Context: an optimization exercise on an open-source flow, tuned for small area and a short achievable clock period. The choices shown serve that exercise and are no tape-out recipe.
The RTL was checked by simulation tests, not by an equivalence proof against the original design.

maple:
==> flow/design.v (excerpt) <==
module Correlation_32(
    input [31:0] Num_1,
    input [31:0] Num_2,
    input [31:0] Num_3,
    input [31:0] Num_4,
    input [31:0] Num_5,
    input [31:0] Num_6,
    input [31:0] Num_7,
    input [31:0] Num_8,
    input [31:0] Num_9,
    input [31:0] Num_10,
    input [31:0] Num_11,
    input [31:0] Num_12,
    input [31:0] Num_13,
    input [31:0] Num_14,
    input [31:0] Num_15,
    input [31:0] Num_16,
    input [31:0] Target_Num,
    input Clock,
    input Reset,
    output reg [3:0] Out_4
    );
Size in the first run: roughly 1500 cells after synthesis, about 4 flip-flops, ~550 I/O pins, about 0.018 mm² of cells after synthesis.
Settings: LEC_CHECK=0, CAP_MARGIN=20, CORE_MARGIN=2, CORE_UTILIZATION=60, CTS_BUF_LIST=sky130_fd_sc_hd__clkbuf_2, SLEW_MARGIN=20, SYNTH_HIERARCHICAL=1, SYNTH_MINIMUM_KEEP_SIZE=0; clock period 50.0 ns.
standard.sh (not shown) runs the stock make flow with config.mk's settings and CLKGATE_MAP_FILE= SYNTH_SCRIPT=/design/flow/synth_recipe.tcl, a recipe that flattens the netlist after the stock synthesis.
==> flow/flow/run.sh <==
#!/bin/bash
# Standard ORFS layout (the standard.sh), with the port buffers made from the
# smallest buffer cell, and timing repair aiming for 32.5 ns of setup slack.
set -euo pipefail
export BUFFER_PORTS_ARGS="-buffer_cell sky130_fd_sc_hd__buf_1"
export SETUP_SLACK_MARGIN=32.5
bash standard.sh > standard.log 2>&1
> inputs changed (maple -> garnet)
# maple
export LEC_CHECK = 0
export CAP_MARGIN = 20
export CORE_MARGIN = 2
export CORE_UTILIZATION = 60
export CTS_BUF_LIST = sky130_fd_sc_hd__clkbuf_2
export SLEW_MARGIN = 20
export SYNTH_HIERARCHICAL = 1
export SYNTH_MINIMUM_KEEP_SIZE = 0
create_clock -name core_clock -period 50.0 [get_ports {Clock}]
# garnet
export LEC_CHECK = 0
export CAP_MARGIN = 20
export CORE_MARGIN = 2
export CORE_UTILIZATION = 65
export CTS_BUF_LIST = sky130_fd_sc_hd__clkbuf_2
export SLEW_MARGIN = 20
export SYNTH_HIERARCHICAL = 1
export SYNTH_MINIMUM_KEEP_SIZE = 0
create_clock -name core_clock -period 50.0 [get_ports {Clock}]
[summary]
- Higher final cell utilization of the core was reported by garnet, not maple.
- Between garnet and maple, hold slack is lower for garnet, maple comes in above that.
- Any difference in final period demand of the worst path between garnet and maple is small enough to ignore.
- The measured slew at the worst slew-check pin in garnet sits 38 ps below the value recorded for maple.
The inputs of harbor differ from those of garnet as listed below.
# garnet
export LEC_CHECK = 0
export CAP_MARGIN = 20
export CORE_MARGIN = 2
export CORE_UTILIZATION = 65
export CTS_BUF_LIST = sky130_fd_sc_hd__clkbuf_2
export SLEW_MARGIN = 20
export SYNTH_HIERARCHICAL = 1
export SYNTH_MINIMUM_KEEP_SIZE = 0
create_clock -name core_clock -period 50.0 [get_ports {Clock}]
# harbor
export LEC_CHECK = 0
export CAP_MARGIN = 20
export CORE_MARGIN = 2
export CORE_UTILIZATION = 60
export CTS_BUF_LIST = sky130_fd_sc_hd__clkbuf_2
export SLEW_MARGIN = 20
export SYNTH_HIERARCHICAL = 1
export SYNTH_MINIMUM_KEEP_SIZE = 0
create_clock -name core_clock -period 50.0 [get_ports {Clock}]
==> flow/flow/run.sh <==
#!/bin/bash
# Standard ORFS layout (the standard.sh), with the port buffers made from the
# smallest buffer cell, and timing repair aiming for 32.7 ns of setup slack.
set -euo pipefail
export BUFFER_PORTS_ARGS="-buffer_cell sky130_fd_sc_hd__buf_1"
export SETUP_SLACK_MARGIN=32.7
bash standard.sh > standard.log 2>&1
Notes after the runs:
- In harbor relative to garnet, standard cell core area had gone up by a little under 10%.
- Looking at post-detailed-route wirelength per cell across garnet and harbor, the one that comes out lower is harbor.
- Going from garnet to harbor, total number of vias has remained practically unchanged, synthesized cell count has remained practically unchanged, standard-cell row count has increased.
- Relative to garnet, the wire length of the first global-routing pass measured on harbor has decreased slightly.
- harbor: measured slew at the worst slew-check pin is 57 ps higher than what garnet reported.
- Between garnet and harbor, total non-filler cell area in the finished layout is lower for garnet, harbor comes in above that.
- harbor: all stages complete, timing, DRC and antenna checks passed
Here is what was changed in the inputs of nickel compared with harbor.
# harbor
export LEC_CHECK = 0
export CAP_MARGIN = 20
export CORE_MARGIN = 2
export CORE_UTILIZATION = 60
export CTS_BUF_LIST = sky130_fd_sc_hd__clkbuf_2
export SLEW_MARGIN = 20
export SYNTH_HIERARCHICAL = 1
export SYNTH_MINIMUM_KEEP_SIZE = 0
create_clock -name core_clock -period 50.0 [get_ports {Clock}]
# nickel
export LEC_CHECK = 0
export CAP_MARGIN = 20
export CORE_MARGIN = 2
export CORE_UTILIZATION = 60
export SLEW_MARGIN = 20
export SYNTH_HIERARCHICAL = 1
export SYNTH_MINIMUM_KEEP_SIZE = 0
create_clock -name core_clock -period 50.0 [get_ports {Clock}]
==> flow/flow/run.sh <==
#!/bin/bash
# Standard ORFS layout (the standard.sh), with the port buffers made from the
# smallest buffer cell, every combinational cell of the synthesized netlist set to its
# smallest drive strength, and timing repair aiming for 32.5 ns of setup slack.
set -euo pipefail
export BUFFER_PORTS_ARGS="-buffer_cell sky130_fd_sc_hd__buf_1"
export SETUP_SLACK_MARGIN=32.5
export POST_SYNTH_TCL="$PWD/flow/downsize.tcl"
bash standard.sh > standard.log 2>&1
==> flow/flow/downsize.tcl (new file) <==
# After synthesis: give every combinational cell the smallest drive strength of its
# kind (same function, smaller area); timing repair later sizes up what it needs.
set db [ord::get_db]
set n 0
foreach inst [[ord::get_db_block] getInsts] {
  set m [$inst getMaster]
  set name [$m getName]
  if {![regexp {^(sky130_fd_sc_hd__[a-z0-9]+)_([0-9]+)$} $name -> base size]} { continue }
  if {[regexp {df|dl|fa$|ha$|conb|tap|clkbuf|clkinv|clkdly|dly} $base]} { continue }
  set best ""
  set best_area 1e30
  foreach s {0 1 2} {
    set cand [$db findMaster ${base}_$s]
    if {$cand eq "NULL" || $cand eq ""} { continue }
    set a [expr {[$cand getWidth] * [$cand getHeight]}]
    if {$a < $best_area} { set best $cand; set best_area $a }
  }
  if {$best ne "" && [$best getName] ne $name && $best_area < [$m getWidth] * [$m getHeight]} {
    $inst swapMaster $best
    incr n
  }
}
puts "downsize.tcl: $n cells given a smaller drive strength"
### Flow results
- nickel vs harbor — global-route usage rose 2.1 points.
- In nickel, routing usage on met3 is lower than in harbor.
- Diff harbor and nickel: final design utilization lower in harbor
- Relative to harbor, area growth from synthesis to layout has increased by 5.4 points in nickel.
- The origin of the worst setup path comes out Target_Num[14] in one run and Target_Num[13] in the other, namely in harbor and nickel respectively.
- nickel vs harbor — number of global-route vias before repair rose about 4.6%.
- nickel vs harbor: routed wire length up by a few percent
- Average wire length per cell after detail routing | nickel above harbor
- Re max-slew violation total from the final report: no difference whatsoever between nickel and harbor.
- Compared with harbor, nickel degrades worst setup margin.
Here is what was changed in the inputs of ember compared with nickel.
# nickel
export LEC_CHECK = 0
export CAP_MARGIN = 20
export CORE_MARGIN = 2
export CORE_UTILIZATION = 60
export SLEW_MARGIN = 20
export SYNTH_HIERARCHICAL = 1
export SYNTH_MINIMUM_KEEP_SIZE = 0
create_clock -name core_clock -period 50.0 [get_ports {Clock}]
# ember
export LEC_CHECK = 0
export CAP_MARGIN = 20
export CORE_MARGIN = 2
export CORE_UTILIZATION = 40
export SLEW_MARGIN = 20
export SYNTH_HIERARCHICAL = 1
export SYNTH_MINIMUM_KEEP_SIZE = 0
create_clock -name core_clock -period 50.0 [get_ports {Clock}]
==> flow/flow/run.sh <==
#!/bin/bash
# Standard ORFS layout (the standard.sh), with the port buffers made from the
# smallest buffer cell, and timing repair aiming for 32.5 ns of setup slack.
set -euo pipefail
export BUFFER_PORTS_ARGS="-buffer_cell sky130_fd_sc_hd__buf_1"
export SETUP_SLACK_MARGIN=32.5
bash standard.sh > standard.log 2>&1
removed: flow/flow/downsize.tcl
Findings:
- Going from nickel to ember, cell depth of the worst setup path grows by 1.
- Number of vias in the routed layout in ember is 789 lower than in nickel
- Routed wire in ember totals more than in nickel.
- Summary — layout overhead on the synthesized area, ember relative to nickel: lower, by 5.6 points.
- As far as maximum operating frequency is concerned, ember and nickel perform about the same.
- The core of ember is less densely filled than that of nickel.
- ember against nickel: post-route standard cell area excluding fillers went down by 570 µm², global-route wire length before repair went up by 0.87%, worst-case setup slack after placement went up by 200 ps, overall routing resource usage went down by 13 points.
Input-level comparison between sierra and ember:
# ember
export LEC_CHECK = 0
export CAP_MARGIN = 20
export CORE_MARGIN = 2
export CORE_UTILIZATION = 40
export SLEW_MARGIN = 20
export SYNTH_HIERARCHICAL = 1
export SYNTH_MINIMUM_KEEP_SIZE = 0
create_clock -name core_clock -period 50.0 [get_ports {Clock}]
# sierra
export LEC_CHECK = 0
export CAP_MARGIN = 20
export CORE_MARGIN = 2
export CORE_UTILIZATION = 60
export SLEW_MARGIN = 20
export SYNTH_HIERARCHICAL = 1
export SYNTH_MINIMUM_KEEP_SIZE = 0
create_clock -name core_clock -period 50.0 [get_ports {Clock}]
diff --git a/flow/flow/run.sh b/flow/flow/run.sh
--- a/flow/flow/run.sh
+++ b/flow/flow/run.sh
@@ -6,2 +6,3 @@
 export SETUP_SLACK_MARGIN=32.5
+export RECOVER_POWER=100
 bash standard.sh > standard.log 2>&1
Findings:
- sierra -> stages 100% | layout checks FAIL | capacitance limit, slew limit
- sierra vs ember: footprint of the multi-input gates down slightly
- Looking at pre-CTS worst setup slack, sierra sits above ember.
- Looking at start point of the critical path, the Target_Num[21] result is from sierra; the Target_Num[22] one comes from ember.
- sierra vs ember — routed wire length dropped by a few percent

========
Starting RTL as in the previous note.
clock: 50.0 ns
lec_check: 0
cap_margin: 20
core_margin: 2
core_utilization: 60
cts_buf_list: sky130_fd_sc_hd__clkbuf_2
place_density: 0.85
slew_margin: 20
synth_hierarchical: 1
synth_minimum_keep_size: 0
==> flow/flow/run.sh <==
#!/bin/bash
# Standard ORFS layout (the standard.sh), with the port buffers made from the
# smallest buffer cell, and timing repair aiming for 32.5 ns of setup slack.
set -euo pipefail
export BUFFER_PORTS_ARGS="-buffer_cell sky130_fd_sc_hd__buf_1"
export SETUP_SLACK_MARGIN=32.5
bash standard.sh > standard.log 2>&1
Change:
CORE_UTILIZATION = 80   (was 60)
CTS_BUF_LIST = unset   (was sky130_fd_sc_hd__clkbuf_2)
PLACE_DENSITY = unset   (was 0.85)
Now the flow failed in 3_2_place_iop.
Synthesized area stays the same.
Synthesized cell count stays the same.

afterwards: timing with drivers on the ports:
Ports are ideal in the flow. The routed layouts listed here were re-timed in OpenROAD.
Step 1: set_driving_cell puts a clkbuf_16 on Clock and a buf_2 on each other input, an assumption about the parent block.
Step 2 adds t to the input delays and takes it off the output delays; t is the mean of the earliest and latest rising clock arrival at the registers after step 1. Input paths then give back, and output paths get back, about the clock's delay inside the block.
Three values: no drivers, after step 1, after step 2; two values: the first two.
run	t, ns	slack for setup (ns)	worst setup path after step 2	worst data-port slew with drivers (ns)
maple	0.241	32.665 / 32.666 / 32.425	input to register	0.11
garnet	0.232	32.665 / 32.663 / 32.431	input to register	0.09
harbor	0.240	32.782 / 32.756 / 32.515	input to register	0.10
nickel	0.250	32.622 / 32.585 / 32.335	input to register	0.13
ember	0.264	32.673 / 32.667 / 32.403	input to register	0.11
sierra	0.263	31.650 / 31.641 / 31.378	input to register	0.11
the first run of note 2	0.228	32.622 / 32.600 / 32.372	input to register	0.12
For nickel, which loses most, drivers alone change the setup slack by -0.037 ns; drivers and shift together by -0.287 ns.
